Source: an optimization exercise on an open RTL-to-GDS flow (aim: small area). Production flows keep margins and buffers that such runs may drop. At most, simulation tests tie the RTL to the original design; equivalence was not proved. For run 2, only the layout was checked, not whether the RTL still works. No activity file was given, so power comes from the tool's default toggle rates.

===== flow/config.mk =====
export PLATFORM = sky130hd
export DESIGN_NAME = Vending_Machine
export DESIGN_NICKNAME = Vending_Machine
export VERILOG_FILES = /design/flow/design.v
export SDC_FILE = /design/flow/constraint.sdc
export NUM_CORES = 4
export LEC_CHECK = 0
export CAP_MARGIN = 20
export CORE_MARGIN = 2
export CORE_UTILIZATION = 40
export SLEW_MARGIN = 20

===== flow/constraint.sdc =====
create_clock -name core_clock -period 10.0 [get_ports {clk}]
set_input_delay 2.0000 -clock core_clock [delete_from_list [all_inputs] [get_ports {clk}]]
set_output_delay 2.0000 -clock core_clock [all_outputs]
set_load 0.01 [all_outputs]

===== flow/design.v =====
module DFF (input clk, input rst, input ce, input in, output reg out);
always @ (posedge clk)
begin
if (rst)
out <= 1'b0;
else if (ce)
out <= in;
end
endmodule
module synch (input clk, input rst, input ce, input in, output out);
wire meta;
DFF d4(clk,rst,ce,in,meta);
DFF d5 (clk,rst,ce,meta,out);
endmodule
module Debouncer (input clk, input rst, input ce, input in, output out);
wire q1,q2,q3;
DFF d1 (clk,rst,ce,in,q1);
DFF d2 (clk,rst,ce,q1,q2);
DFF d3 (clk,rst,ce,q2,q3);
assign out = q1&q2&q3;
endmodule
module Edge_Detector(input clk, input reset, input level, output reg tick);
localparam [1:0]
zero = 2'b00,
edg = 2'b01,
one = 2'b10;
reg [1:0] state_reg, state_next;
always @(posedge clk)
    if(reset)
        state_reg <= zero;
         else
         state_reg <= state_next;
always @* begin
    state_next = state_reg;        
         tick = 1'b0;              
         case (state_reg)
             zero:
                 if(level)
                     state_next = edg;
             edg:
                 begin
                     tick = 1'b1;
                     if(level)
                         state_next = one;
                     else
                         state_next = zero;
                 end
             one:
                 if(~level)
                     state_next = zero;
             default:
                state_next = zero;
         endcase
     end
endmodule
module Clock_Divider #(parameter n=500000) (input clk,rst, output clk_out, output tick);
reg [31:0]count;
reg clk_ou;
always @(posedge clk) begin
        if (rst == 1'b1) begin
       count <= 32'b0;
       clk_ou <= 1'b0;
end
else if (count ==n-1)begin
       count <=32'b0;
   clk_ou<=~clk_ou;
end
else
     count<=count+1;
end
assign clk_out=clk_ou;
assign tick = (count == n-1) && (clk_ou == 1'b0);
endmodule
module Binary_Counter #(parameter n=4)(input clk, reset, ce, UpDown, Inc, output [n-1:0]count);
reg [n-1:0]temp;
always @(posedge clk) begin
 if (reset == 1)
 temp <= 0; 
 else if (ce == 1) begin
    if((UpDown ==1)&&(Inc == 0) )
        temp <= temp-1;
    else if ((UpDown ==1)&&(Inc ==1))
             temp <= temp-2;
     else if((UpDown ==0)&&(Inc == 0))
        temp <= temp + 1;
     else
            temp <= temp + 2;
            end
end
assign count =temp;
endmodule
module UART #(parameter reset_key = 8'b01100001) (  
input clk,  
input rst,  
input RxD,  
output [7:0] RxData,  
output output_level);  
reg [3:0] bitcounter;  
reg [1:0] samplecounter;  
reg clear_bitcounter, inc_bitcounter, inc_samplecounter, clear_samplecounter;  
reg [13:0] counter;  
reg state;  
reg nextstate;  
reg shift;  
reg [9:0] rxshiftreg;  
reg output_reset;  
reg [31:0] time_counter;  
parameter clk_freq = 16_000;  
parameter baud_rate = 1_000;  
parameter oversamples = 4;  
parameter reset_counter = clk_freq/(baud_rate*oversamples);  
parameter counter_mid_sample = (oversamples/2);  
parameter num_bit = 10;  
parameter reset_high_seconds = 1;
parameter reset_time_counter = clk_freq*reset_high_seconds;
assign RxData = rxshiftreg [8:1];  
assign output_level = output_reset;
always @ (posedge clk) begin
if (rst) begin
counter <= 0;
state <= 0;
rxshiftreg <= 0;
samplecounter <= 0;
bitcounter <= 0;
output_reset <= 0;
time_counter <= 0;
end else begin
counter <= counter +1;  
if (counter >= reset_counter-1) begin  
counter <=0;  
state <= nextstate;  
if (shift)rxshiftreg <= {RxD,rxshiftreg[9:1]};  
if (clear_samplecounter) samplecounter <=0;  
if (inc_samplecounter) samplecounter <= samplecounter +1;  
if (clear_bitcounter) bitcounter <=0;  
if (inc_bitcounter)bitcounter <= bitcounter +1;  
end
if (output_reset == 0 && rxshiftreg[8:1] == reset_key)
output_reset <= 1;
if (output_reset == 1)
if (time_counter >= reset_time_counter) begin
time_counter <= 0;
output_reset <= 0;
rxshiftreg[8:1] <= 0;
end
else time_counter <= time_counter +1;
end
end
always @ (posedge clk) begin  
if (rst) begin
shift <= 0;
clear_samplecounter <= 0;
inc_samplecounter <= 0;
clear_bitcounter <= 0;
inc_bitcounter <= 0;
nextstate <= 0;
end else begin
shift <= 0;  
clear_samplecounter <=0;  
inc_samplecounter <=0;  
clear_bitcounter <=0;  
inc_bitcounter <=0;  
nextstate <=0;  
case (state)
0: begin  
if (RxD)  
nextstate <=0;  
else begin  
nextstate <=1;  
clear_bitcounter <=1;  
clear_samplecounter <=1;  
end
end
1: begin  
nextstate <= 1;  
if (samplecounter == counter_mid_sample - 1) shift <= 1;  
if (samplecounter == oversamples - 1) begin  
if (bitcounter == num_bit - 1)  
nextstate <= 0;  
inc_bitcounter <=1;  
clear_samplecounter <=1;  
end
else inc_samplecounter <=1;  
end
default: nextstate <=0;  
endcase
end
end
endmodule
module fsm(input one,five,ten, input stop, input reset,input clk, input rst, output reg[4:0] number,output reg water_indicator,output reg w,x,y, output [4:0] outLED);
localparam [4:0]
State_zero = 5'b00000,
State_one = 5'b00001,
State_two = 5'b00010,
State_three = 5'b00011,
State_four = 5'b00100,
State_five = 5'b00101,
State_six = 5'b00110,
State_seven = 5'b00111,
State_eight = 5'b01000,
State_nine = 5'b01001,
State_ten = 5'b01010,
State_eleven = 5'b01011,
State_twelve = 5'b01100,
State_thirteen = 5'b01101,
State_fourteen = 5'b01110,
State_fifteen = 5'b01111,
State_sixteen = 5'b10000,
State_seventeen = 5'b10001,
State_eighteen = 5'b10010,
State_nineteen = 5'b10011,
State_twenty = 5'b10100,
State_twenty_one = 5'b10101,
State_twenty_two = 5'b10110,
State_twenty_three = 5'b10111,
State_twenty_four = 5'b11000,
State_twenty_five = 5'b11001,
State_twenty_six = 5'b11010,
State_twenty_seven = 5'b11011,
State_twenty_eight = 5'b11100,
State_twenty_nine = 5'b11101;
reg [4:0] state, next_state;
wire clk_out1, tick1;
Clock_Divider #(500) cd2 (clk, rst, clk_out1, tick1); 
wire[4:0] count;
assign outLED = count;
reg reseter;
Binary_Counter #(5) bc2 (clk, reseter | rst, tick1, 1'b0,1'b0, count);
always @ (*)
begin
if(one || five || ten || stop||reset)
begin
reseter <= 1;
end
else
begin
reseter <= 0;
end
end
always @(*)
begin
case(state)
State_zero: begin
water_indicator <= 1'b0;
if(one)
next_state <= State_one;
else if (five)
next_state <= State_five;
else if (ten)
next_state <= State_ten;
else
next_state <= State_zero;
end
State_one: begin
water_indicator <= 1'b0;
if(one)
next_state <= State_two;
else if (five)
next_state <= State_six;
else if (ten)
next_state <= State_eleven;
else
next_state <= State_one;
end
State_two: begin
water_indicator <= 1'b0;
if(one)
next_state <= State_three;
else if (five)
next_state <= State_seven;
else if (ten)
next_state <= State_twelve;
else
next_state <= State_two;
end
State_three: begin
water_indicator <= 1'b0;
if(one)
next_state <= State_four;
else if (five)
next_state <= State_eight;
else if (ten)
next_state <= State_thirteen;
else
next_state <= State_three;
end
State_four: begin
water_indicator <= 1'b0;
if(one)
next_state <= State_five;
else if (five)
next_state <= State_nine;
else if (ten)
next_state <= State_fourteen;
else
next_state <= State_four;
end
State_five: begin
water_indicator <= 1'b0;
if(one)
next_state <= State_six;
else if (five)
next_state <= State_ten;
else if (ten)
next_state <= State_fifteen;
else
next_state <= State_five;
end
State_six: begin
water_indicator <= 1'b0;
if(one)
next_state <= State_seven;
else if (five)
next_state <= State_eleven;
else if (ten)
next_state <= State_sixteen;
else
next_state <= State_six;
end
State_seven: begin
water_indicator <= 1'b0;
if(one)
next_state <= State_eight;
else if (five)
next_state <= State_twelve;
else if (ten)
next_state <= State_seventeen;
else
next_state <= State_seven;
end
State_eight: begin
water_indicator <= 1'b0;
if(one)
next_state <= State_nine;
else if (five)
next_state <= State_thirteen;
else if (ten)
next_state <= State_eighteen;
else
next_state <= State_eight;
end
State_nine: begin
water_indicator <= 1'b0;
if(one)
next_state <= State_ten;
else if (five)
next_state <= State_fourteen;
else if (ten)
next_state <= State_nineteen;
else
next_state <= State_nine;
end
State_ten: begin
water_indicator <= 1'b0;
if(one)
next_state <= State_eleven;
else if (five)
next_state <= State_fifteen;
else if (ten)
next_state <= State_twenty;
else
next_state <= State_ten;
end
State_eleven: begin
water_indicator <= 1'b0;
if(one)
next_state <= State_twelve;
else if (five)
next_state <= State_sixteen;
else if (ten)
next_state <= State_twenty_one;
else
next_state <= State_eleven;
end
State_twelve: begin
water_indicator <= 1'b0;
if(one)
next_state <= State_thirteen;
else if (five)
next_state <= State_seventeen;
else if (ten)
next_state <= State_twenty_two;
else
next_state <= State_twelve;
end
State_thirteen: begin
water_indicator <= 1'b0;
if(one)
next_state <= State_fourteen;
else if (five)
next_state <= State_eighteen;
else if (ten)
next_state <= State_twenty_three;
else
next_state <= State_thirteen;
end
State_fourteen: begin
water_indicator <= 1'b0;
if(one)
next_state <= State_fifteen;
else if (five)
next_state <= State_nineteen;
else if (ten)
next_state <= State_twenty_four;
else
next_state <= State_fourteen;
end
State_fifteen: begin
water_indicator <= 1'b0;
if(one)
next_state <= State_sixteen;
else if (five)
next_state <= State_twenty;
else if (ten)
next_state <= State_twenty_five;
else
next_state <= State_fifteen;
end
State_sixteen: begin
water_indicator <= 1'b0;
if(one)
next_state <= State_seventeen;
else if (five)
next_state <= State_twenty_one;
else if (ten)
next_state <= State_twenty_six;
else
next_state <= State_sixteen;
end
State_seventeen: begin
water_indicator <= 1'b0;
if(one)
next_state <= State_eighteen;
else if (five)
next_state <= State_twenty_two;
else if (ten)
next_state <= State_twenty_seven;
else
next_state <= State_seventeen;
end
State_eighteen: begin
water_indicator <= 1'b0;
if(one)
next_state <= State_nineteen;
else if (five)
next_state <= State_twenty_three;
else if (ten)
next_state <= State_twenty_eight;
else
next_state <= State_eighteen;
end
State_nineteen: begin
water_indicator <= 1'b0;
if(one)
next_state <= State_twenty;
else if (five)
next_state <= State_twenty_four;
else if (ten)
next_state <= State_twenty_nine;
else
next_state <= State_nineteen;
end
State_twenty: begin
water_indicator <= 1'b1;
if(stop)
begin
next_state<=State_zero;
end
else
begin
next_state <= state;
end
end
State_twenty_one: begin
water_indicator <= 1'b1;
if(stop)
begin
next_state<=State_one;
end
else
begin
next_state <= state;
end
end
State_twenty_two: begin
water_indicator <= 1'b1;
if(stop)
begin
next_state<=State_two;
end
else
begin
next_state <= state;
end
end
State_twenty_three: begin
water_indicator <= 1'b1;
if(stop)
begin
next_state<=State_three;
end
else
begin
next_state <= state;
end
end
State_twenty_four: begin
water_indicator <= 1'b1;
if(stop)
begin
next_state<=State_four;
end
else
begin
next_state <= state;
end
end
State_twenty_five: begin
water_indicator <= 1'b1;
if(stop)
begin
next_state<=State_five;
end
else
begin
next_state <= state;
end
end
State_twenty_six: begin
water_indicator <= 1'b1;
if(stop)
begin
next_state<=State_six;
end
else
begin
next_state <= state;
end
end
State_twenty_seven: begin
water_indicator <= 1'b1;
if(stop)
begin
next_state<=State_seven;
end
else
begin
next_state <= state;
end
end
State_twenty_eight: begin
water_indicator <= 1'b1;
if(stop)
begin
next_state<=State_eight;
end
else
begin
next_state <= state;
end
end
State_twenty_nine: begin
water_indicator <= 1'b1;
if(stop)
begin
next_state<=State_nine;
end
else
begin
next_state <= state;
end
end
default: begin
water_indicator <= 1'b0;
next_state <= State_zero;
end
endcase
end
always @ (posedge clk)
begin
if (rst) begin
state <= State_zero;
number <= 5'd0;
end else begin
state <= next_state;
if(reset)
state <= State_zero;
else 
begin
if(count == 30)
begin
state<=State_zero;
end
case(state)
State_zero: begin
number<= 5'd0;
end
State_one: begin
number<= 5'd1;
end
State_two: begin
number<= 5'd2;
end
State_three: begin
number<= 5'd3;
end
State_four: begin
number<= 5'd4;
end
State_five: begin
number<= 5'd5;
end
State_six: begin
number<= 5'd6;
end
State_seven: begin
number<= 5'd7;
end
State_eight: begin
number<= 5'd8;
end
State_nine: begin
number<= 5'd9;
end
State_ten: begin
number<= 5'd10;
end
State_eleven: begin
number<= 5'd11;
end
State_twelve: begin
number<= 5'd12;
end
State_thirteen: begin
number<= 5'd13;
end
State_fourteen: begin
number<= 5'd14;
end
State_fifteen: begin
number<= 5'd15;
end
State_sixteen: begin
number<= 5'd16;
end
State_seventeen: begin
number<= 5'd17;
end
State_eighteen: begin
number<= 5'd18;
end
State_nineteen: begin
number<= 5'd19;
end
State_twenty: begin
number<= 5'd20;
end
State_twenty_one: begin
number<= 5'd1;
end
State_twenty_two: begin
number<= 5'd2;
end
State_twenty_three: begin
number<= 5'd3;
end
State_twenty_four: begin
number<= 5'd4;
end
State_twenty_five: begin
number<= 5'd5;
end
State_twenty_six: begin
number<= 5'd6;
end
State_twenty_seven: begin
number<= 5'd7;
end
State_twenty_eight: begin
number<= 5'd8;
end
State_twenty_nine: begin
number<= 5'd9;
end
endcase
end
end
end
always @(*)begin
w<= (state==State_zero);
x<= (state==State_one);
y<= (state==State_two);
end
endmodule
module Splitter (input [4:0] number, output reg[3:0] b1,output reg[3:0]b2);
always @ (number)
begin
b1 = number[4:0] % 4'b1010;
b2 = (number[4:0]/4'b1010) % 4'b1010;
end
endmodule
module BCD (in, en,temp);
input wire [3:0] in;
input wire en;
output reg [6:0] temp;
            always @(*) begin
            temp = 7'b1111111;
            if (en==1) begin
                case(in)
                    4'b0000:
                    temp = 7'b0000001;
                    4'b0001:
                    temp = 7'b1001111;
                    4'b0010:
                    temp = 7'b0010010;
                    4'b0011:
                    temp = 7'b0000110;
                    4'b0100:
                    temp = 7'b1001100;
                    4'b0101:
                    temp = 7'b0100100;
                    4'b0110:
                    temp = 7'b0100000;
                    4'b0111:
                    temp = 7'b0001111;
                    4'b1000:
                    temp = 7'b0000000;
                    4'b1001:
                    temp = 7'b0000100;
                    4'b1010:
                    temp = 7'b0001000;
                    4'b1011:
                    temp = 7'b1100000;
                    4'b1100:
                    temp = 7'b0110001;
                    4'b1101:
                    temp = 7'b1000010;
                    4'b1110:
                    temp = 7'b0110000;
                    4'b1111:
                    temp = 7'b0111000;
                endcase
           end
end  
endmodule
module Decoder(input in, output [3:0]out);
assign out[0]= ~(~in);
assign out[1]= ~(in);
assign out[2]= 1;
assign out[3]= 1;
endmodule
module MUX(input [6:0]in1, in2, input sel , output reg [6:0] inseg );
always @(in1,in2,sel) begin
if(sel)
inseg = in2;
else
inseg = in1;
end
endmodule
module Vending_Machine(input clk,input rst,input RxD, output [6:0] out, output [3:0] en, output reg indicator);
wire A,B,C,S,R;
wire As,Bs,Cs,Ss,Rs;
wire Ad,Bd,Cd,Sd,Rd;
wire one, five, ten, stop, reset;
wire clk_out;
wire tick;
wire count;
wire [6:0] bcd_out1;
wire [6:0] bcd_out2;
wire [3:0] b1;
wire [3:0] b2;
wire[4:0] number;
wire water_indicator;
wire w,x,y;
wire[4:0] outLED;
wire [7:0] out1, out2, out3, out4, out5;
Clock_Divider #(100) cd (clk, rst, clk_out, tick);
UART #(8'd97)U1 (clk, rst, RxD,out1, A);
UART #(8'd98)U2 (clk, rst, RxD,out2, B);
UART #(8'd99)U3 (clk, rst, RxD,out3, C);
UART #(8'd115)U4 (clk, rst, RxD,out4, S);
UART #(8'd114)U5 (clk, rst, RxD,out5, R);
synch s1 (clk, rst, tick, A,As);
synch s2 (clk, rst, tick, B,Bs);
synch s3 (clk, rst, tick, C,Cs);
synch s4 (clk, rst, tick, S,Ss);
synch s5 (clk, rst, tick, R,Rs);
Debouncer d1 (clk, rst, tick, As,Ad);
Debouncer d2 (clk, rst, tick, Bs,Bd);
Debouncer d3 (clk, rst, tick, Cs,Cd);
Debouncer d4 (clk, rst, tick, Ss,Sd);
Debouncer d5 (clk, rst, tick, Rs,Rd);
Edge_Detector e1 (clk, rst, Ad, one);
Edge_Detector e2 (clk, rst, Bd, five);
Edge_Detector e3 (clk, rst, Cd, ten);
Edge_Detector e4 (clk, rst, Sd, stop);
Edge_Detector e5 (clk, rst, Rd, reset);
fsm f (one,five,ten,stop,reset,clk,rst,number,water_indicator,w,x,y,outLED);
always @(water_indicator)begin
if(water_indicator == 1'b1)
begin
indicator <= 1;
end
else
begin
indicator <= 0;
end
end
Splitter Sp (number, b1, b2);
Binary_Counter #(1) bc (clk, rst, tick, 1'b0,1'b0, count);
BCD bcd1 (b1, 1'b1, bcd_out1);
BCD bcd2 (b2, 1'b1, bcd_out2);
Decoder d (count, en);
MUX M (bcd_out1, bcd_out2, count, out);
endmodule

===== flow/run.sh =====
#!/bin/bash
# synth_recipe.tcl (not shown) runs the flow's synth.tcl, then flattens the netlist and writes it again
# the make line also repeats each setting of config.mk as NAME=value (left out here)
make -C /OpenROAD-flow-scripts/flow DESIGN_CONFIG=/design/flow/config.mk WORK_HOME=/design/flow/orfs CLKGATE_MAP_FILE= SYNTH_SCRIPT=/design/flow/synth_recipe.tcl finish

==> impl_metrics.py, run 1 <==
metrics = {
    "place": {
        "dp_hpwl_um": 21500,
        "post-place-cells": 2685,
        "dpl_worst_slack_ns": 4.51,
        "port_buffers": 12,
        "place.gp.congestion": 0.807,
    },
    "setup_path": {
        "cp.required_ns": 8.00,
        "reg2reg_slack_ns": 7.63,
        "r2r-start": "U4.output_reset",
        "start_kind": "register",
        "cp_max_fo": 10,
        "r2r-end": "U4.time_counter[27]",
        "end_kind": "output port",
        "critical_path_class": "reg2out",
        "crit_arrival_ns": 4.10,
        "r2r_cells": 5,
    },
    "floorplan": {
        "core_area_mm2": 0.0454,
        "dieArea_mm2": 0.0476,
        "rows": 78,
        "die_w_um": 218,
        "initial_utilization_pct": 40.5,
        "pin_count": 15,
        "fp.dieH_um": 218,
    },
    "clock_network": {
        "cts_tree": "built",
        "path_clk_slew_ns": 0.06,
        "cts_resized": 0,
        "h-tree-depth": 2,
        "holdBufCountCts": 0,
        "clockBufferDepth": 3,
        "cts_inserted_buffers": 49,
        "post_cts_buffers": 0,
        "cts_root_buf": "clkbuf_16",
        "insertion_delay_ns": 0.60,
        "clock-sinks": 462,
    },
    "detailed_routing": {
        "avgViaCountPerCell": 5.01,
        "ant_nets": 0,
        "met1Wirelength_um": 16100,
        "highest_layer": "met4",
        "dr.pass1.iters": 5,
        "detail_route.wl_per_cell_um": 11.9,
        "drc": 0,
        "vias": 13900,
        "wl_um": 33000,
        "met3_length_um": 1260,
        "met2_length_um": 14900,
        "first_iter_violations": 759,
    },
    "worst_hold_path": {
        "hp-class": "reg2reg",
        "hold_start": "U2.counter[0]",
        "hold_depth": 1,
        "hold_end": "U2.counter[0]",
    },
    "timing": {
        "fmax_ghz": 0.164,
        "layout_min_cycle_time_ns": 6.10,
        "worstMarginPinSlew_ns": 0.904,
        "setup_viol": 0,
        "rsz0062_at_grt": "no",
        "skew_ns": 0.0186,
        "finalMaxSlewViolations": 0,
        "setup_slack_ns": 3.90,
        "finalCritPeriodShare_pct": 61.0,
        "setup-tns-final_ns": 0,
        "finalHoldViolations": 0,
        "max_slew_margin_pct": 39.3,
    },
    "power": {
        "power.leakage_uw": 0.00768,
        "cellPowerDensity_mw_per_mm2": 181,
        "worst_ir_drop_vdd_v": 0.000122,
        "total_power_uw": 3790,
    },
    "global_routing": {
        "grt_pass1_wl_um": 58200,
        "track_usage_pct": 14.1,
        "grt_max_degree": 64,
        "grt_overflow": 0,
        "grt_pass1_vias": 13200,
        "grt_antenna_before_repair": 0,
    },
    "final_layout": {
        "nets": 2186,
        "n_antenna_cell": 0,
        "multi_input_area_mm2": 0.00883,
        "seqCellArea_mm2": 0.00925,
        "drive_above_1_share_pct": 5.25,
        "area_delta_synth_final_pct": 13.8,
        "stdcell_count": 2772,
        "n_fill_cell": 4321,
    },
    "yosys": {
        "synthCells": 2087,
        "ys_types": 67,
        "synth.area.top_cells": "dfxtp_1 50%, nor2_1 8.2%, nand2_1 4.4%",
        "synth_top_area_share_pct": 50.4,
        "ys_ff_latch": 462,
        "avgSynthCellArea_um2": 8.80,
        "ys.flop_type": "dfxtp_1",
        "ys_warn_count": 16,
        "syn_area_mm2": 0.0184,
        "synth_top_area_cell": "dfxtp_1",
        "ys_seq_area_share_pct": 50.4,
        "synth-edff-count": 0,
        "async_flop_share_pct": 0,
    },
    "run_status": {
        "status": "complete, no violations",
    },
    "run": {
        "max_cap_viol_count": 0,
    },
}
-- cell usage after synthesis (44+ instances only) --
master,instances
xnor2_1,55
nand4_1,56
xor2_1,89
inv_1,50
ha_1,47
nor4_1,44
dfxtp_1,462
a21oi_1,124
nor2_1,399
clkbuf_1,62
nand3_1,71
nand2_1,213
nor3_1,48
-- logic make-up (layout without fill, tap and decap cells) --
logic type	after synthesis	after routing	synth area share, %
multiplexers	36	36	1.97
buffers and inverters	131	156	2.83
XOR/XNOR	144	144	6.87
flip-flops	462	462	50.4
adder cells (fa/ha/maj)	47	47	3.20
AO/OA/AOI/OAI	265	265	8.79
other	2	62	0.0409
AND/OR/NAND/NOR	1000	1000	25.9
-- worst max-delay path: stages (launching register included) --
cell and delay (ns):
dfxtp_1 0.46, nor2b_1 0.34, a21oi_1 0.16, ha_1 0.27, nor2_1 0.18, o21ai_0 0.10
a21boi_0 0.29, xnor2_1 0.27, inv_1 0.15, ha_1 0.32, mux2_2 0.27, nand2_1 0.07
o311ai_0 0.12, clkdlybuf4s50_1 0.52
-- per-layer routing --
| metal | up-vias | GRT usage (%) |
|---|---|---|
| met5 | - | 0 |
| met4 | 0 | 4.56 |
| met3 | 70 | 3.20 |
| met2 | 177 | 23.5 |
| met1 | 6454 | 17.9 |
| li1 | 7199 | - |
-- layout by cell type, fill, tap and decap left out, types with 12 or more instances in the layout --
cell type	instances
o21ai_0	31
and4_1	20
and3_1	36
nor2b_1	12
clkbuf_8	13
ha_1	47
nor4_1	43
nand2b_1	18
a22oi_1	12
a21oi_1	124
inv_1	50
nor3_1	48
nor2_1	399
xor2_1	89
nand4_1	56
a41oi_1	13
dfxtp_1	462
and2_1	26
xnor2_1	55
nand2_1	213
clkbuf_16	49
conb_1	62
mux2i_1	35
nand3_1	71
a31oi_1	33
-- power breakdown --
part / leakage (uW) / internal (uW) / total [uW] / switching (uW)
combinational: 0.00309 / 12.0 / 50.0 / 38.1
sequential: 0.00375 / 1860 / 1870 / 8.02
clock: 0.000836 / 1130 / 1870 / 740
-- layout make-up --
type                    instances  area share [%]
clock buffers                  69            6.85
clock inverters                18            1.30
inverters                      50           0.898
multi-input cells            1554            42.3
flip-flops and latches        462            44.3
well taps                     600            3.59
repair buffers                 19           0.815
-- how the worst max path moves through the flow --
stage | from | end | slack [ns]
6_report | f.number[4] | out[3] | 3.90
5_1_grt | f.number[4] | out[6] | 3.46
4_1_cts | f.number[4] | out[3] | 3.87
3_5_place_dp | f.number[4] | out[3] | 4.51
3_3_place_gp | f.number[4] | out[3] | 4.68
2_1_floorplan | f.number[4] | out[3] | 5.33
-- per-stage QoR --
step / hold slack, ns / area (um2) / utilization (%)
finish: 0.433 / 20900 / 46.0
global route: 0.464 / 20900 / 46.0
CTS: 0.440 / 20900 / 46.0
detailed placement: 0.428 / 19200 / 42.3
global placement: 0.416 / 19200 / 42.3
floorplan: 0.408 / 18600 / -
==> run 2: changes to the inputs <==
==> flow/design.v (replaced) <==
module UART #(parameter [7:0] KEY = 8'd97) (
  input clk, input rst,
  input [8:1] S,    
  input sh,         
  input ph1, ph3,   
  input tk,         
  input evc,        
  output ev);
reg P, f;
reg [11:0] u;
reg m;
integer j;
always @* begin
  m = 1'b1;
  for (j = 1; j <= 8; j = j + 1) begin
    if (j == 1) begin
      if (KEY[0]) m = m & S[1] & u[3];
      else        m = m & (~S[1] | ~u[3]);
    end else begin
      if (KEY[j-1]) m = m & S[j] & (u[3] | (u[2:0] >= 9 - j));
      else          m = m & (~S[j] | ~(u[3] | (u[2:0] >= 9 - j)));
    end
  end
end
wire match = ~P & m;
assign ev = evc & P & ~f & (u >= 12'd296);
wire inc = P ? ph1 : (sh & ~u[3]);
wire [12:0] nx = {P, u} + {12'd0, inc};
always @(posedge clk) begin
  u <= match ? 12'd95 : nx[11:0];
  P <= ~rst & (match | nx[12]);
  f <= ~rst & ~(tk & ~P) & (f | ev);
end
endmodule
module Vending_Machine(input clk, input rst, input RxD, output [6:0] out, output [3:0] en, output indicator);
reg [7:0] c;
wire tk = &c;
wire ph3 = c[1] & c[0];
wire ph1 = ~c[1] & c[0];
wire evc = (c == 8'd57);           
always @(posedge clk)
  if (rst) c <= 8'd156;
  else c <= (c + 8'd1) | {2'b00, {3{tk}}, 3'b000};
reg [2:0] q;
reg sel;
wire tick1 = tk & q[2];
always @(posedge clk)
  if (rst) begin q <= 3'd2; sel <= 1'b0; end
  else if (tk) begin q <= q[2] ? 3'd0 : q + 3'd1; sel <= ~sel; end
reg r;
reg [5:0] p;
reg [9:1] S;
wire idle = p[5] & p[3];
wire sh = ph3 & ~idle & (p[1:0] == 2'b01);
always @(posedge clk) begin
  r <= RxD;
  if (rst) p <= 6'd40;
  else if (ph3) begin
    if (idle) begin if (~r) p <= 6'd0; end
    else p <= p + 6'd1;
  end
  if (rst) S <= 9'd0;
  else if (sh) S <= {RxD, S[9:2]};
end
wire one, five, ten, stop, reset;
UART #(8'd97)  U1 (clk, rst, S[8:1], sh, ph1, ph3, tk, evc, one);
UART #(8'd98)  U2 (clk, rst, S[8:1], sh, ph1, ph3, tk, evc, five);
UART #(8'd99)  U3 (clk, rst, S[8:1], sh, ph1, ph3, tk, evc, ten);
UART #(8'd115) U4 (clk, rst, S[8:1], sh, ph1, ph3, tk, evc, stop);
UART #(8'd114) U5 (clk, rst, S[8:1], sh, ph1, ph3, tk, evc, reset);
reg [1:0] t, nt;
reg [3:0] o, no;
reg [4:0] cnt;
wire any = one | five | ten | stop | reset;
wire o9 = o[3] & o[0];
wire o5 = o[3] | (o[2] & (o[1] | o[0]));
always @(posedge clk) begin
  if (rst | any) cnt <= 5'd0;
  else if (tick1) cnt <= cnt + 5'd1;
  if (rst | reset | (cnt == 5'd30)) begin t <= 2'd0; o <= 4'd0; end
  else if (~t[1]) begin
    if (one) begin
      if (o9) begin t <= t + 2'd1; o <= 4'd0; end else o <= o + 4'd1;
    end else if (five) begin
      if (o5) begin t <= t + 2'd1; o <= o - 4'd5; end else o <= o + 4'd5;
    end else if (ten) t <= t + 2'd1;
  end else if (stop) t <= 2'd0;
  if (rst) begin nt <= 2'd0; no <= 4'd0; end
  else if (~reset) begin no <= o; nt <= (t[1] & (o != 4'd0)) ? 2'd0 : t; end
end
assign indicator = t[1];
wire [3:0] dig = sel ? {2'b00, nt} : no;
reg [6:0] seg;
always @* begin
  case (dig)
    4'd0: seg = 7'b0000001;
    4'd1: seg = 7'b1001111;
    4'd2: seg = 7'b0010010;
    4'd3: seg = 7'b0000110;
    4'd4: seg = 7'b1001100;
    4'd5: seg = 7'b0100100;
    4'd6: seg = 7'b0100000;
    4'd7: seg = 7'b0001111;
    4'd8: seg = 7'b0000000;
    default: seg = 7'b0000100;
  endcase
end
assign out = seg;
assign en = {2'b11, ~sel, sel};
endmodule
--- a/flow/config.mk
+++ b/flow/config.mk
@@ -8,4 +8,5 @@
 export CAP_MARGIN = 20
 export CORE_MARGIN = 2
-export CORE_UTILIZATION = 40
+export CORE_UTILIZATION = 70
+export CTS_BUF_LIST = sky130_fd_sc_hd__clkbuf_4
 export SLEW_MARGIN = 20
==> run 2 against run 1 <==
Against the previous run:
- synthesized cell count fell by 69%
- maximum frequency rose by 28%
- design area fell by 71%
- die area fell by 82%
- register-to-register slack got worse by 1.0 ns
- critical path type unchanged
- hold slack improved by 0.036 ns
- sequential cell count fell by 347
- critical endpoint unchanged
- largest power group unchanged
==> impl_metrics.py, run 2 <==
metrics = {
    "yosys": {
        "yosys-top-cells-count": "115 x dfxtp_1, 83 x nand2_1, 70 x nor2_1, 38 x xor2_1, 30 x nand3_1",
        "ys_types": 63,
        "synthMostInstantiatedCell": "dfxtp_1",
        "async_flop_share_pct": 0,
        "ys_warn_count": 6,
        "synth_top_area_cell": "dfxtp_1",
        "ys_ff_latch": 115,
        "synth_top_area_share_pct": 41.6,
        "ys.flop_type": "dfxtp_1",
        "syn_area_mm2": 0.00554,
        "ys_seq_area_share_pct": 41.6,
        "synth-edff-count": 0,
        "synth.area.top_cells": "dfxtp_1 42%, xor2_1 6.0%, ha_1 5.9%",
        "avgSynthCellArea_um2": 8.67,
        "synthCells": 639,
    },
    "detailed_routing": {
        "ant_nets": 0,
        "drc": 0,
        "avgViaCountPerCell": 5.79,
        "dr.pass1.iters": 5,
        "first_iter_violations": 178,
        "vias": 4414,
        "wl_um": 10600,
        "detail_route.wl_per_cell_um": 13.9,
    },
    "timing": {
        "max_slew_margin_pct": 50.9,
        "finalMaxSlewViolations": 0,
        "layout_min_cycle_time_ns": 4.75,
        "setup_viol": 0,
        "finalCritPeriodShare_pct": 47.5,
        "rsz0062_at_grt": "no",
        "fmax_ghz": 0.210,
        "finalHoldViolations": 0,
        "worstMarginPinSlew_ns": 0.732,
        "setup-tns-final_ns": 0,
        "skew_ns": 0.0186,
    },
    "setup_path": {
        "cp.required_ns": 8.00,
        "end_kind": "output port",
        "critical_path_class": "reg2out",
        "cp_max_fo": 9,
        "start_kind": "register",
        "crit_arrival_ns": 2.75,
    },
    "power": {
        "worst_ir_drop_vdd_v": 0.000159,
        "total_power_uw": 812,
        "cellPowerDensity_mw_per_mm2": 136,
        "power.leakage_uw": 0.00242,
    },
    "global_routing": {
        "grt_antenna_before_repair": 0,
        "grt_overflow": 0,
        "grt_pass1_wl_um": 18200,
        "grt_pass1_vias": 4224,
        "track_usage_pct": 26.3,
        "grt_max_degree": 45,
    },
    "floorplan": {
        "rows": 32,
        "die_w_um": 93.0,
        "core_area_mm2": 0.00769,
        "pin_count": 15,
        "initial_utilization_pct": 72.1,
        "fp.dieH_um": 93.0,
        "dieArea_mm2": 0.00864,
    },
    "clock_network": {
        "h-tree-depth": 4,
        "path_clk_slew_ns": 0.10,
        "clock-sinks": 115,
        "cts_root_buf": "clkbuf_4",
        "cts_inserted_buffers": 17,
        "insertion_delay_ns": 0.55,
        "holdBufCountCts": 0,
        "clockBufferDepth": 2,
        "post_cts_buffers": 0,
        "cts_resized": 0,
        "cts_tree": "built",
    },
    "worst_hold_path": {
        "hp-class": "reg2reg",
    },
    "final_layout": {
        "layout_commonest_cell": "dfxtp_1",
        "stdcell_count": 762,
        "nets": 677,
        "n_antenna_cell": 0,
        "layout_common_cells": "115 x dfxtp_1, 83 x nand2_1, 70 x nor2_1",
        "area_delta_synth_final_pct": 7.54,
        "n_fill_cell": 550,
        "drive_above_1_share_pct": 6.82,
    },
    "run_status": {
        "status": "complete, no violations",
    },
    "place": {
        "port_buffers": 12,
        "post-place-cells": 730,
        "dp_hpwl_um": 7320,
        "place.gp.congestion": 0.823,
    },
    "run": {
        "max_cap_viol_count": 0,
    },
}
==> run 2: changes by cell type in the layout (fill, tap and decap cells not counted), moves of 51 or more <==
cell / change
a21oi_1: -97
conb_1: -60
dfxtp_1: -347
nand2_1: -130
nor2_1: -329
xor2_1: -51
==> run 2: layout make-up <==
cell class	count	area [um2]	share of cell area, %
Multi-Input combinational cell	481	3060	51.3
Sequential cell	115	2300	38.6
Clock inverter	11	113	1.89
Inverter	19	71.3	1.20
Clock buffer	21	158	2.65
Timing Repair Buffer	13	128	2.14
Tap cell	102	128	2.14
==> run 2: logic make-up (layout without fill, tap and decap cells) <==
group | count (synthesis) | in the layout | share of synthesized area [%]
AO/OA/AOI/OAI | 104 | 104 | 12.6
XOR/XNOR | 62 | 62 | 9.80
adder cells (fa/ha/maj) | 27 | 27 | 6.23
buffers and inverters | 44 | 64 | 3.41
flip-flops | 115 | 115 | 41.6
multiplexers | 9 | 9 | 1.63
other | 1 | 2 | 0.0677
AND/OR/NAND/NOR | 277 | 277 | 24.7
==> run 2: stage by stage <==
step	setup slack (ns)	area [um2]	util [%]	hold WS [ns]
2_1_floorplan	6.32	5540	-	0.432
3_3_place_gp	5.88	5680	73.9	0.436
3_5_place_dp	5.79	5680	73.9	0.458
4_1_cts	5.23	5950	77.4	0.477
5_1_grt	5.05	5960	77.5	0.496
6_report	5.25	5960	77.5	0.469
==> run 2: worst paths after layout <==
kind | start | to | slack [ns] | depth (start not counted)
max | sel | out[3] | 5.25 | 7
min | S[6] | S[5] | 0.47 | 2
max reg2reg | c[0] | U5.P | 6.61 | 11
min reg2reg | S[6] | S[5] | 0.47 | 2
==> run 2: per-layer routing <==
metal / vias to the layer above / global-route usage (%) / part of all wire [%]
met2: 67 / 44.9 / 49
met4: 0 / 11.6 / 2.3
met5: - / 0 / 0
met1: 2077 / 31.1 / 45
met3: 25 / 6.75 / 3.3
li1: 2245 / - / -
==> run 2: report_power, final <==
group | leakage [uW] | total [uW] | internal, uW | switching (uW)
Sequential | 0.000929 | 468 | 463 | 4.54
Combinational | 0.00134 | 17.2 | 7.09 | 10.1
Clock | 0.000149 | 327 | 156 | 171
Total | 0.00242 | 812 | 626 | 186
==> run 2: critical path, stage by stage (launching register included) <==
cell	delay, ns
dfxtp_1	0.53
mux2i_1	0.45
inv_1	0.13
ha_1	0.23
nor2b_1	0.14
a31oi_1	0.16
o21ai_0	0.09
clkdlybuf4s50_1	0.49
==> run 3: changes to the inputs <==
--- a/flow/design.v
+++ b/flow/design.v
@@ -24,10 +24,11 @@
 end
 wire match = ~P & m;
-assign ev = evc & P & ~f & (u >= 12'd296);
-wire inc = P ? ph1 : (sh & ~u[3]);
-wire [12:0] nx = {P, u} + {12'd0, inc};
+wire fin = P & ph1 & (&u[11:7]) & u[5];    
+assign ev = evc & P & ~f & (u >= 12'd201);
+wire clr = rst | match | fin;
+wire inc = ph3 & (P | (sh & ~u[3]));
 always @(posedge clk) begin
-  u <= match ? 12'd95 : nx[11:0];
-  P <= ~rst & (match | nx[12]);
+  u <= clr ? 12'd0 : u + {11'd0, inc};
+  P <= ~rst & (match | (P & ~fin));
   f <= ~rst & ~(tk & ~P) & (f | ev);
 end
@@ -69,26 +70,19 @@
 UART #(8'd115) U4 (clk, rst, S[8:1], sh, ph1, ph3, tk, evc, stop);
 UART #(8'd114) U5 (clk, rst, S[8:1], sh, ph1, ph3, tk, evc, reset);
-reg [1:0] t, nt;
-reg [3:0] o, no;
-reg [4:0] cnt;
+reg [4:0] st, num, cnt;
 wire any = one | five | ten | stop | reset;
-wire o9 = o[3] & o[0];
-wire o5 = o[3] | (o[2] & (o[1] | o[0]));
 always @(posedge clk) begin
   if (rst | any) cnt <= 5'd0;
   else if (tick1) cnt <= cnt + 5'd1;
-  if (rst | reset | (cnt == 5'd30)) begin t <= 2'd0; o <= 4'd0; end
-  else if (~t[1]) begin
-    if (one) begin
-      if (o9) begin t <= t + 2'd1; o <= 4'd0; end else o <= o + 4'd1;
-    end else if (five) begin
-      if (o5) begin t <= t + 2'd1; o <= o - 4'd5; end else o <= o + 4'd5;
-    end else if (ten) t <= t + 2'd1;
-  end else if (stop) t <= 2'd0;
-  if (rst) begin nt <= 2'd0; no <= 4'd0; end
-  else if (~reset) begin no <= o; nt <= (t[1] & (o != 4'd0)) ? 2'd0 : t; end
+  if (rst | reset | (cnt == 5'd30)) st <= 5'd0;
+  else if (st < 5'd20) st <= one ? st + 5'd1 : five ? st + 5'd5 : ten ? st + 5'd10 : st;
+  else if (stop) st <= st - 5'd20;
+  if (rst) num <= 5'd0;
+  else if (~reset) num <= (st > 5'd20) ? st - 5'd20 : st;
 end
-assign indicator = t[1];
-wire [3:0] dig = sel ? {2'b00, nt} : no;
+assign indicator = (st >= 5'd20);
+wire [3:0] ones = num % 5'd10;
+wire [3:0] tens = num / 5'd10;
+wire [3:0] dig = sel ? tens : ones;
 reg [6:0] seg;
 always @* begin
--- a/flow/config.mk
+++ b/flow/config.mk
@@ -8,5 +8,4 @@
 export CAP_MARGIN = 20
 export CORE_MARGIN = 2
-export CORE_UTILIZATION = 70
-export CTS_BUF_LIST = sky130_fd_sc_hd__clkbuf_4
+export CORE_UTILIZATION = 40
 export SLEW_MARGIN = 20
==> run 3 against run 2 <==
Against the previous run:
- sequential cell count shrank 2
- count of clock-buffer cells in the layout down 1
- hold slack got worse by 0.017 ns
- design area grew 12%
- still clean
- clock skew is 0.0097 ns lower
- critical path depth grew 6
- critical endpoint unchanged
- global-route usage fell by 9.8 points
==> impl_metrics.py, run 3 <==
metrics = {
    "run_status": {
        "status": "complete, no violations",
    },
    "detailed_routing": {
        "first_iter_violations": 386,
        "ant_nets": 0,
        "met3_length_um": 537,
        "met2_length_um": 5740,
        "wl_um": 12200,
        "highest_layer": "met4",
        "vias": 4802,
        "detail_route.wl_per_cell_um": 13.3,
        "avgViaCountPerCell": 5.23,
        "drc": 0,
        "met1Wirelength_um": 5830,
        "dr.pass1.iters": 5,
    },
    "setup_path": {
        "critPathMaxStageDelay_ns": 0.54,
        "cp.required_ns": 8.00,
        "cp_num_buf_inv": 4,
        "crit_family": "compound AO/OA/AOI/OAI gates",
        "reg2reg_slack_ns": 6.68,
        "critical_path_class": "reg2out",
        "start_kind": "register",
        "cp_max_fo": 10,
        "end_kind": "output port",
        "cp_common_cell": "inv_1",
        "crit_path_cell_trace": "inv_1 > nor3_1 > nor2_1 > ha_1 > o31ai_1 > a21oi_1 > o31ai_1 > inv_1 > ha_1 > inv_1 > mux2i_1 > nor2_1 > clkdlybuf4s50_1",
        "slowest_stage": "clkdlybuf4s50_1",
        "crit_arrival_ns": 3.86,
    },
    "power": {
        "worst_ir_drop_vdd_v": 0.000123,
        "cellPowerDensity_mw_per_mm2": 155,
        "power.leakage_uw": 0.00239,
    },
    "clock_network": {
        "cts_resized": 0,
        "h-tree-depth": 4,
        "clockBufferDepth": 2,
        "cts_root_buf": "clkbuf_16",
        "holdBufCountCts": 0,
        "post_cts_buffers": 0,
        "cts_inserted_buffers": 17,
        "clock-sinks": 113,
        "path_clk_slew_ns": 0.05,
        "cts_tree": "built",
        "insertion_delay_ns": 0.42,
    },
    "final_layout": {
        "n_fill_cell": 1411,
        "area_delta_synth_final_pct": 14.3,
        "stdcell_area_mm2": 0.00666,
        "layout_commonest_cell": "nor2_1",
        "n_antenna_cell": 0,
        "drive_above_1_share_pct": 6.39,
        "layout_common_cells": "126 x nor2_1, 113 x dfxtp_1, 59 x nand2_1",
        "nets": 758,
    },
    "timing": {
        "max_slew_margin_pct": 35.6,
        "finalHoldViolations": 0,
        "rsz0062_at_grt": "no",
        "setup-tns-final_ns": 0,
        "fmax_ghz": 0.171,
        "finalCritPeriodShare_pct": 58.6,
        "finalMaxSlewViolations": 0,
        "setup_viol": 0,
        "worstMarginPinSlew_ns": 0.965,
        "skew_ns": 0.00895,
        "layout_min_cycle_time_ns": 5.86,
    },
    "global_routing": {
        "grt_max_degree": 44,
        "grt_pass1_wl_um": 21400,
        "grt_pass1_vias": 4707,
        "grt_overflow": 0,
        "grt_antenna_before_repair": 0,
        "track_usage_pct": 16.5,
    },
    "floorplan": {
        "rows": 44,
        "die_w_um": 125,
        "initial_utilization_pct": 40.5,
        "fp.dieH_um": 125,
        "pin_count": 15,
        "core_area_mm2": 0.0144,
        "dieArea_mm2": 0.0155,
    },
    "place": {
        "dp_hpwl_um": 8700,
        "port_buffers": 12,
        "place.gp.congestion": 0.822,
        "postPlaceCellArea_mm2": 0.00611,
    },
    "yosys": {
        "ys_types": 61,
        "ys_warn_count": 6,
        "async_flop_share_pct": 0,
        "yosys-top-cells-count": "126 x nor2_1, 113 x dfxtp_1, 59 x nand2_1, 48 x nand3_1, 37 x xnor2_1",
        "syn_area_mm2": 0.00583,
        "synth_top_area_cell": "dfxtp_1",
        "synth.area.top_cells": "dfxtp_1 39%, nor2_1 8.1%, ha_1 6.9%",
        "synthMostInstantiatedCell": "nor2_1",
        "synth_top_area_share_pct": 38.8,
        "synthCells": 710,
        "ys.flop_type": "dfxtp_1",
        "ys_ff_latch": 113,
        "avgSynthCellArea_um2": 8.21,
        "ys_seq_area_share_pct": 38.8,
        "synth-edff-count": 0,
    },
    "run": {
        "max_cap_viol_count": 0,
    },
    "worst_hold_path": {
        "hp-class": "reg2reg",
    },
}
==> run 3: cell count changes after synthesis, moves of 7 or more <==
cell,before,now
nor2_1,70,126
nand2_1,83,59
nand3_1,30,48
inv_1,19,34
xor2_1,38,23
xnor2_1,24,37
a21oi_1,27,35
a31oi_1,11,4
nand2b_1,15,8
o21a_1,0,7
o21ai_0,20,13
==> run 3: cell families after synthesis <==
group	after synthesis	synth area share [%]
flip-flops	113	38.8
buffers and inverters	59	4.14
AND/OR/NAND/NOR	325	26.4
other	1	0.0644
XOR/XNOR	60	9.02
multiplexers	6	1.03
adder cells (fa/ha/maj)	32	6.87
AO/OA/AOI/OAI	114	13.6
==> run 3: path summary, 6_finish.rpt <==
check	start	endpoint	depth (start not counted)
max	num[3]	out[3]	13
min	S[9]	S[8]	2
max reg2reg	c[0]	U2.u[10]	12
min reg2reg	S[9]	S[8]	2
==> run 3: layout make-up <==
| cell class | count | area, um2 | share of cell area [%] |
|---|---|---|---|
| timing repair buffer | 18 | 165 | 2.48 |
| multi-input combinational | 539 | 3330 | 50.0 |
| clock inverter | 11 | 90.1 | 1.35 |
| clock buffer | 20 | 457 | 6.86 |
| sequential | 113 | 2260 | 34.0 |
| tap | 184 | 230 | 3.46 |
| inverter | 34 | 128 | 1.92 |
==> run 3: power by group <==
part | internal, uW | switching, uW
Clock | 349 | 206
Combinational | 6.99 | 14.1
Sequential | 453 | 2.65
==> run 3: stage by stage <==
stage	total power [uW]	util, %	setup WS (ns)	hold slack, ns	instances
global route	1070	46.3	3.67	0.471	919
floorplan	479	-	5.42	0.432	711
detailed placement	486	42.5	4.58	0.446	888
finish	1030	46.3	4.14	0.452	919
global placement	485	42.5	4.88	0.440	888
CTS	1050	46.3	4.15	0.454	919
==> run 3: routing by layer <==
layer	global-route usage (%)	vias up
li1	-	2479
met1	21.1	2222
met2	26.8	87
met3	5.15	14
met4	4.96	0
met5	0	-
==> run 3: worst reg2reg max path, cell delays in order, from the launching register on <==
cell and delay (ns):
dfxtp_1 0.37, ha_1 0.58, and2_1 0.33, nand2_1 0.37
nor2_1 0.20, o21a_1 0.13, ha_1 0.21, ha_1 0.20
and3_1 0.19, and3_1 0.23, nand3_1 0.12, xor2_1 0.17
nor2_1 0.06
==> run 4: changes to the inputs <==
--- a/flow/design.v
+++ b/flow/design.v
@@ -24,11 +24,10 @@
 end
 wire match = ~P & m;
-wire fin = P & ph1 & (&u[11:7]) & u[5];    
-assign ev = evc & P & ~f & (u >= 12'd201);
-wire clr = rst | match | fin;
-wire inc = ph3 & (P | (sh & ~u[3]));
+assign ev = evc & P & ~f & u[8] & (u[6] | (u[5] & (u[4] | u[3])));
+wire inc = P ? ph1 : (sh & ~u[3]);
+wire [12:0] nx = {P, u} + {12'd0, inc};
 always @(posedge clk) begin
-  u <= clr ? 12'd0 : u + {11'd0, inc};
-  P <= ~rst & (match | (P & ~fin));
+  u <= match ? 12'd95 : nx[11:0];
+  P <= ~rst & (match | nx[12]);
   f <= ~rst & ~(tk & ~P) & (f | ev);
 end
@@ -70,34 +69,43 @@
 UART #(8'd115) U4 (clk, rst, S[8:1], sh, ph1, ph3, tk, evc, stop);
 UART #(8'd114) U5 (clk, rst, S[8:1], sh, ph1, ph3, tk, evc, reset);
-reg [4:0] st, num, cnt;
+reg [1:0] t, nt;
+reg h, nh;
+reg [2:0] l, nl;
+reg [4:0] cnt;
 wire any = one | five | ten | stop | reset;
+wire l4 = l[2];
 always @(posedge clk) begin
   if (rst | any) cnt <= 5'd0;
   else if (tick1) cnt <= cnt + 5'd1;
-  if (rst | reset | (cnt == 5'd30)) st <= 5'd0;
-  else if (st < 5'd20) st <= one ? st + 5'd1 : five ? st + 5'd5 : ten ? st + 5'd10 : st;
-  else if (stop) st <= st - 5'd20;
-  if (rst) num <= 5'd0;
-  else if (~reset) num <= (st > 5'd20) ? st - 5'd20 : st;
+  if (rst | reset | (cnt == 5'd30)) begin t <= 2'd0; h <= 1'b0; l <= 3'd0; end
+  else if (~t[1]) begin
+    if (one) begin
+      l <= l4 ? 3'd0 : l + 3'd1;
+      if (l4) begin h <= ~h; if (h) t <= t + 2'd1; end
+    end else if (five) begin
+      h <= ~h; if (h) t <= t + 2'd1;
+    end else if (ten) t <= t + 2'd1;
+  end else if (stop) t <= 2'd0;
+  if (rst) begin nt <= 2'd0; nh <= 1'b0; nl <= 3'd0; end
+  else if (~reset) begin nh <= h; nl <= l; nt <= (t[1] & (h | (l != 3'd0))) ? 2'd0 : t; end
 end
-assign indicator = (st >= 5'd20);
-wire [3:0] ones = num % 5'd10;
-wire [3:0] tens = num / 5'd10;
-wire [3:0] dig = sel ? tens : ones;
-reg [6:0] seg;
-always @* begin
-  case (dig)
-    4'd0: seg = 7'b0000001;
-    4'd1: seg = 7'b1001111;
-    4'd2: seg = 7'b0010010;
-    4'd3: seg = 7'b0000110;
-    4'd4: seg = 7'b1001100;
-    4'd5: seg = 7'b0100100;
-    4'd6: seg = 7'b0100000;
-    4'd7: seg = 7'b0001111;
-    4'd8: seg = 7'b0000000;
-    default: seg = 7'b0000100;
+assign indicator = t[1];
+function [6:0] seg7(input [3:0] d);
+  case (d)
+    4'd0: seg7 = 7'b0000001;
+    4'd1: seg7 = 7'b1001111;
+    4'd2: seg7 = 7'b0010010;
+    4'd3: seg7 = 7'b0000110;
+    4'd4: seg7 = 7'b1001100;
+    4'd5: seg7 = 7'b0100100;
+    4'd6: seg7 = 7'b0100000;
+    4'd7: seg7 = 7'b0001111;
+    4'd8: seg7 = 7'b0000000;
+    default: seg7 = 7'b0000100;
   endcase
-end
+endfunction
+wire nl34 = nl[2] | (nl[1] & nl[0]);
+wire [3:0] d1 = {nh & nl34, nh ? ~nl34 : nl[2], nh ? nl[1] ^ nl[0] : nl[1], nh ^ nl[0]};
+wire [6:0] seg = seg7(sel ? {2'b00, nt} : d1);
 assign out = seg;
 assign en = {2'b11, ~sel, sel};
--- a/flow/config.mk
+++ b/flow/config.mk
@@ -8,4 +8,6 @@
 export CAP_MARGIN = 20
 export CORE_MARGIN = 2
-export CORE_UTILIZATION = 40
+export CORE_UTILIZATION = 85
+export CTS_BUF_LIST = sky130_fd_sc_hd__clkbuf_8
+export CTS_CLUSTER_SIZE = 30
 export SLEW_MARGIN = 20
==> run 4 against run 3 <==
Against the previous run:
- synthesized area down 8.3%
- synthesized cell count down 14%
- the run now fails in clock tree synthesis (4_1_cts)
==> impl_metrics.py, run 4 <==
metrics = {
    "clock_network": {
        "clock-sinks": 115,
        "holdBufCountCts": 0,
        "cts_root_buf": "clkbuf_8",
        "cts_inserted_buffers": 17,
        "cts_resized": 0,
        "clockBufferDepth": 2,
        "h-tree-depth": 4,
        "post_cts_buffers": 0,
    },
    "yosys": {
        "yosys-top-cells-count": "115 x dfxtp_1, 81 x nand2_1, 80 x nor2_1, 36 x xor2_1, 32 x a21oi_1",
        "synth-adder-area-share_pct": 5.85,
        "avgSynthCellArea_um2": 8.74,
        "synth_top_area_share_pct": 43.1,
        "synthCells": 611,
        "synth.area.top_cells": "dfxtp_1 43%, xor2_1 5.9%, ha_1 5.9%",
        "synthMuxAreaShare_pct": 1.69,
        "synth_top_area_cell": "dfxtp_1",
        "ys_ff_latch": 115,
        "ys_types": 54,
        "async_flop_share_pct": 0,
        "synth_top_family_by_area": "simple AND/OR/NAND/NOR gates",
        "syn_area_mm2": 0.00534,
        "synth-edff-count": 0,
        "synthSimpleGateAreaFrac_pct": 25.3,
        "ys_warn_count": 6,
        "synthXorXnorAreaFrac_pct": 10.2,
        "ys.flop_type": "dfxtp_1",
        "synthMostInstantiatedCell": "dfxtp_1",
        "synth_compound_area_share_pct": 9.84,
        "ys_seq_area_share_pct": 43.1,
    },
    "floorplan": {
        "die_w_um": 83.3,
        "fp.dieH_um": 83.3,
        "pin_count": 15,
        "initial_utilization_pct": 89.2,
        "rows": 28,
    },
    "run_status": {
        "status": "did not finish",
        "failed_stage": "clock tree synthesis (4_1_cts)",
        "firstError": "[ERROR DPL-0033] detailed placement checks failed during check placement.",
    },
    "place": {
        "place.gp.congestion": 0.813,
        "dp_hpwl_um": 8060,
        "post-place-cells": 676,
        "port_buffers": 12,
    },
}
run 4: changes by cell type after synthesis, moves of 6 or more:
cell,delta
xnor2_1,-11
ha_1,-7
nor2_1,-46
nand2_1,+22
nand2b_1,+7
and4_1,+6
inv_1,-15
nand3_1,-30
and3_1,+8
nor2b_1,-7
xor2_1,+13
run 4: kinds of logic after synthesis:
logic type	Yosys count
other	1
buffers and inverters	44
adder cells (fa/ha/maj)	25
AO/OA/AOI/OAI	78
multiplexers	9
flip-flops	115
AND/OR/NAND/NOR	277
XOR/XNOR	62
run 4: how the worst max path moves through the flow:
stage | to | slack [ns] | cells past startpoint
3_3_place_gp | out[3] | 5.77 | 8
2_1_floorplan | out[3] | 6.26 | 7
3_5_place_dp | out[3] | 5.56 | 8
run 4: power by group through the flow:
stage	Sequential, uW	Clock, uW	Combinational, uW
detailed placement	478	0	17.3
global placement	478	0	15.7
floorplan	477	0	13.8
run 4: stage by stage:
stage	area (um2)	hold slack [ns]	worst slack [ns]
2_1_floorplan	5350	0.431	6.26
3_3_place_gp	5440	0.442	5.77
3_5_place_dp	5440	0.454	5.56
==> run 5: changes to the inputs <==
--- a/flow/config.mk
+++ b/flow/config.mk
@@ -8,6 +8,6 @@
 export CAP_MARGIN = 20
 export CORE_MARGIN = 2
-export CORE_UTILIZATION = 85
-export CTS_BUF_LIST = sky130_fd_sc_hd__clkbuf_8
-export CTS_CLUSTER_SIZE = 30
+export CORE_UTILIZATION = 80
+export CTS_BUF_LIST = sky130_fd_sc_hd__clkbuf_4
+export CTS_CLUSTER_SIZE = 20
 export SLEW_MARGIN = 20
==> run 5 against run 4 <==
Against the previous run:
- the run now finishes clean
- synthesized cell count unchanged
- synthesized area did not move
==> impl_metrics.py, run 5 <==
metrics = {
    "final_layout": {
        "n_fill_cell": 290,
        "layout_commonest_cell": "dfxtp_1",
        "layout_common_cells": "115 x dfxtp_1, 81 x nand2_1, 80 x nor2_1",
        "area_delta_synth_final_pct": 8.24,
        "nets": 648,
        "n_antenna_cell": 0,
        "stdcell_area_mm2": 0.00578,
        "drive_above_1_share_pct": 6.95,
    },
    "yosys": {
        "avgSynthCellArea_um2": 8.74,
        "synth_top_area_cell": "dfxtp_1",
        "synth-edff-count": 0,
        "synthXorXnorAreaFrac_pct": 10.2,
        "synth_compound_area_share_pct": 9.84,
        "ys_seq_area_share_pct": 43.1,
        "synthCells": 611,
        "ys_types": 54,
        "ys_ff_latch": 115,
        "synth-adder-area-share_pct": 5.85,
        "synthMostInstantiatedCell": "dfxtp_1",
        "synth_top_family_by_area": "simple AND/OR/NAND/NOR gates",
        "ys.flop_type": "dfxtp_1",
        "yosys-top-cells-count": "115 x dfxtp_1, 81 x nand2_1, 80 x nor2_1, 36 x xor2_1, 32 x a21oi_1",
        "synthMuxAreaShare_pct": 1.69,
        "synth.area.top_cells": "dfxtp_1 43%, xor2_1 5.9%, ha_1 5.9%",
        "syn_area_mm2": 0.00534,
        "synth_top_area_share_pct": 43.1,
        "ys_warn_count": 6,
        "async_flop_share_pct": 0,
        "synthSimpleGateAreaFrac_pct": 25.3,
    },
    "detailed_routing": {
        "drc": 0,
        "detail_route.wl_per_cell_um": 16.3,
        "ant_nets": 0,
        "dr.pass1.iters": 21,
        "first_iter_violations": 338,
        "avgViaCountPerCell": 6.23,
        "wl_um": 11600,
        "vias": 4424,
    },
    "power": {
        "power.leakage_uw": 0.00247,
        "cellPowerDensity_mw_per_mm2": 155,
        "worst_ir_drop_vdd_v": 0.000145,
    },
    "clock_network": {
        "post_cts_buffers": 0,
        "path_clk_slew_ns": 0.11,
        "cts_inserted_buffers": 17,
        "h-tree-depth": 4,
        "insertion_delay_ns": 0.53,
        "clockBufferDepth": 2,
        "holdBufCountCts": 0,
        "clock-sinks": 115,
        "cts_tree": "built",
        "cts_root_buf": "clkbuf_4",
        "cts_resized": 0,
    },
    "place": {
        "dp_hpwl_um": 7300,
        "place.gp.congestion": 0.807,
        "port_buffers": 12,
        "postPlaceCellArea_mm2": 0.00544,
        "dpl_worst_slack_ns": 5.68,
    },
    "setup_path": {
        "reg2reg_slack_ns": 6.26,
        "cp.required_ns": 8.00,
        "start_kind": "register",
        "crit_arrival_ns": 2.97,
        "r2r_cells": 11,
        "critPathMaxStageDelay_ns": 0.58,
        "crit_path_cell_trace": "ha_1 > mux2i_1 > nor2_1 > a21oi_1 > inv_1 > ha_1 > o31ai_1 > clkdlybuf4s50_1",
        "r2r-end": "U1.u[8]",
        "critical_path_class": "reg2out",
        "end_kind": "output port",
        "r2r-start": "c[0]",
        "cp_common_cell": "ha_1",
        "crit_start": "nl[0]",
        "cp_max_fo": 4,
        "slowest_stage": "clkdlybuf4s50_1",
    },
    "global_routing": {
        "grt_max_degree": 45,
        "grt_antenna_before_repair": 0,
        "use_met3_pct": 8.76,
        "track_usage_pct": 33.3,
        "globalRoute.busiestLayer": "met2",
        "grt_pass1_vias": 4331,
        "grt_overflow": 0,
        "grt_pass1_wl_um": 19300,
        "use_met2_pct": 58.7,
        "grt_use_met1_pct": 37.3,
    },
    "worst_hold_path": {
        "hold_end": "S[7]",
        "hold_depth": 2,
        "hold_start": "S[8]",
        "hp-class": "reg2reg",
    },
    "timing": {
        "setup_viol": 0,
        "rsz0062_at_grt": "no",
        "fmax_ghz": 0.201,
        "max_slew_margin_pct": 23.1,
        "skew_ns": 0.0191,
        "setup-tns-final_ns": 0,
        "finalCritPeriodShare_pct": 49.7,
        "finalMaxSlewViolations": 0,
        "worstMarginPinSlew_ns": 1.12,
        "layout_min_cycle_time_ns": 4.97,
        "whs_ns": 0.478,
        "setup_slack_ns": 5.03,
        "finalHoldViolations": 0,
    },
    "floorplan": {
        "rows": 29,
        "die_w_um": 85.7,
        "initial_utilization_pct": 83.2,
        "fp.dieH_um": 85.7,
        "core_area_mm2": 0.00642,
        "dieArea_mm2": 0.00735,
        "pin_count": 15,
    },
    "run_status": {
        "status": "complete, no violations",
    },
    "run": {
        "max_cap_viol_count": 0,
    },
}
==> run 5: cell counts after synthesis <==
No cell type changed its count.
==> run 5: final cells by class <==
type	count	area (um2)	area share, %
Clock buffer	18	135	2.34
Tap cell	77	96.3	1.67
Inverter	19	71.3	1.23
Multi-Input combinational cell	453	2830	49.0
Timing Repair Buffer	14	135	2.34
Clock inverter	14	210	3.63
Sequential cell	115	2300	39.8
==> run 5: critical path, delay by kind of cell, from the launching register on <==
family | cells | cell delay (ns)
AO/OA/AOI/OAI | 2 | 0.57
adder cells (fa/ha/maj) | 2 | 0.60
buffers and inverters | 2 | 0.72
flip-flops | 1 | 0.35
multiplexers | 1 | 0.14
AND/OR/NAND/NOR | 1 | 0.07
==> run 5: through the flow <==
step	cells	utilization, %	total power, uW
finish	710	90.0	895
floorplan	612	-	491
CTS	710	90.0	894
detailed placement	678	84.7	496
global route	710	90.0	919
global placement	678	84.7	494
==> run 5: logic make-up (layout without fill, tap and decap cells) <==
kind of cell    count (synthesis)  count (layout)
mux                             9               9
xor+xnor                       62              62
compound gates                 78              78
other cells                     1               2
simple gates                  277             277
buf+inv                        44              65
fa+ha+maj                      25              25
flops                         115             115
==> run 5: per-layer routing <==
layer / routed length [um] / share of wire [%] / vias up
met1: 4740 / 41 / 2091
li1: - / - / 2094
met5: 0 / 0 / -
met4: 299 / 2.6 / 0
met3: 614 / 5.3 / 40
met2: 5910 / 51 / 199
==> run 5: report_power, final <==
part	total [uW]	internal, uW	switching, uW	leakage, uW
sequential	468	463	4.89	0.000929
clock	409	225	184	0.000170
combinational	17.4	7.40	10.0	0.00137
==> run 5: worst max path at each step <==
| stage | end | slack, ns | cells past startpoint |
|---|---|---|---|
| after floorplan | out[3] | 6.26 | 7 |
| after global placement | out[3] | 5.76 | 8 |
| after detailed placement | out[3] | 5.68 | 8 |
| after CTS | out[3] | 5.04 | 8 |
| after global routing | out[2] | 4.78 | 10 |
| final | out[3] | 5.03 | 8 |

-- afterwards: timing with drivers on the ports --
In the flow no input, the clock included, has a driving cell. The finished layouts below were timed again as built, in two steps.
Step 1, drivers: a clkbuf_16 drives clk and a buf_2 each remaining input, both assumed.
Step 2 also shifts input and output timing later by t, the mid clock arrival at the registers, as if the neighbouring blocks saw the same clock.
a / b / c = ideal ports / drivers / drivers and shift; a / b = the first two.
| run | t, ns | setup slack, ns | worst hold slack (ns) | worst register clock-pin slew, ns | worst slew at a driven data input, ns |
|---|---|---|---|---|---|
| run 1 | 0.645 | 3.900 / 3.844 / 4.489 | 0.433 / 0.433 / 0.433 | 0.06 / 0.06 | 0.03 |
| run 2 | 0.572 | 5.247 / 5.217 / 5.789 | 0.469 / 0.469 / 0.469 | 0.11 / 0.11 | 0.03 |
| run 3 | 0.452 | 4.135 / 4.096 / 4.547 | 0.452 / 0.452 / 0.452 | 0.05 / 0.05 | 0.03 |
| run 5 | 0.552 | 5.034 / 5.003 / 5.554 | 0.478 / 0.478 / 0.478 | 0.12 / 0.12 | 0.03 |
After both steps setup and hold are still met in every run listed.
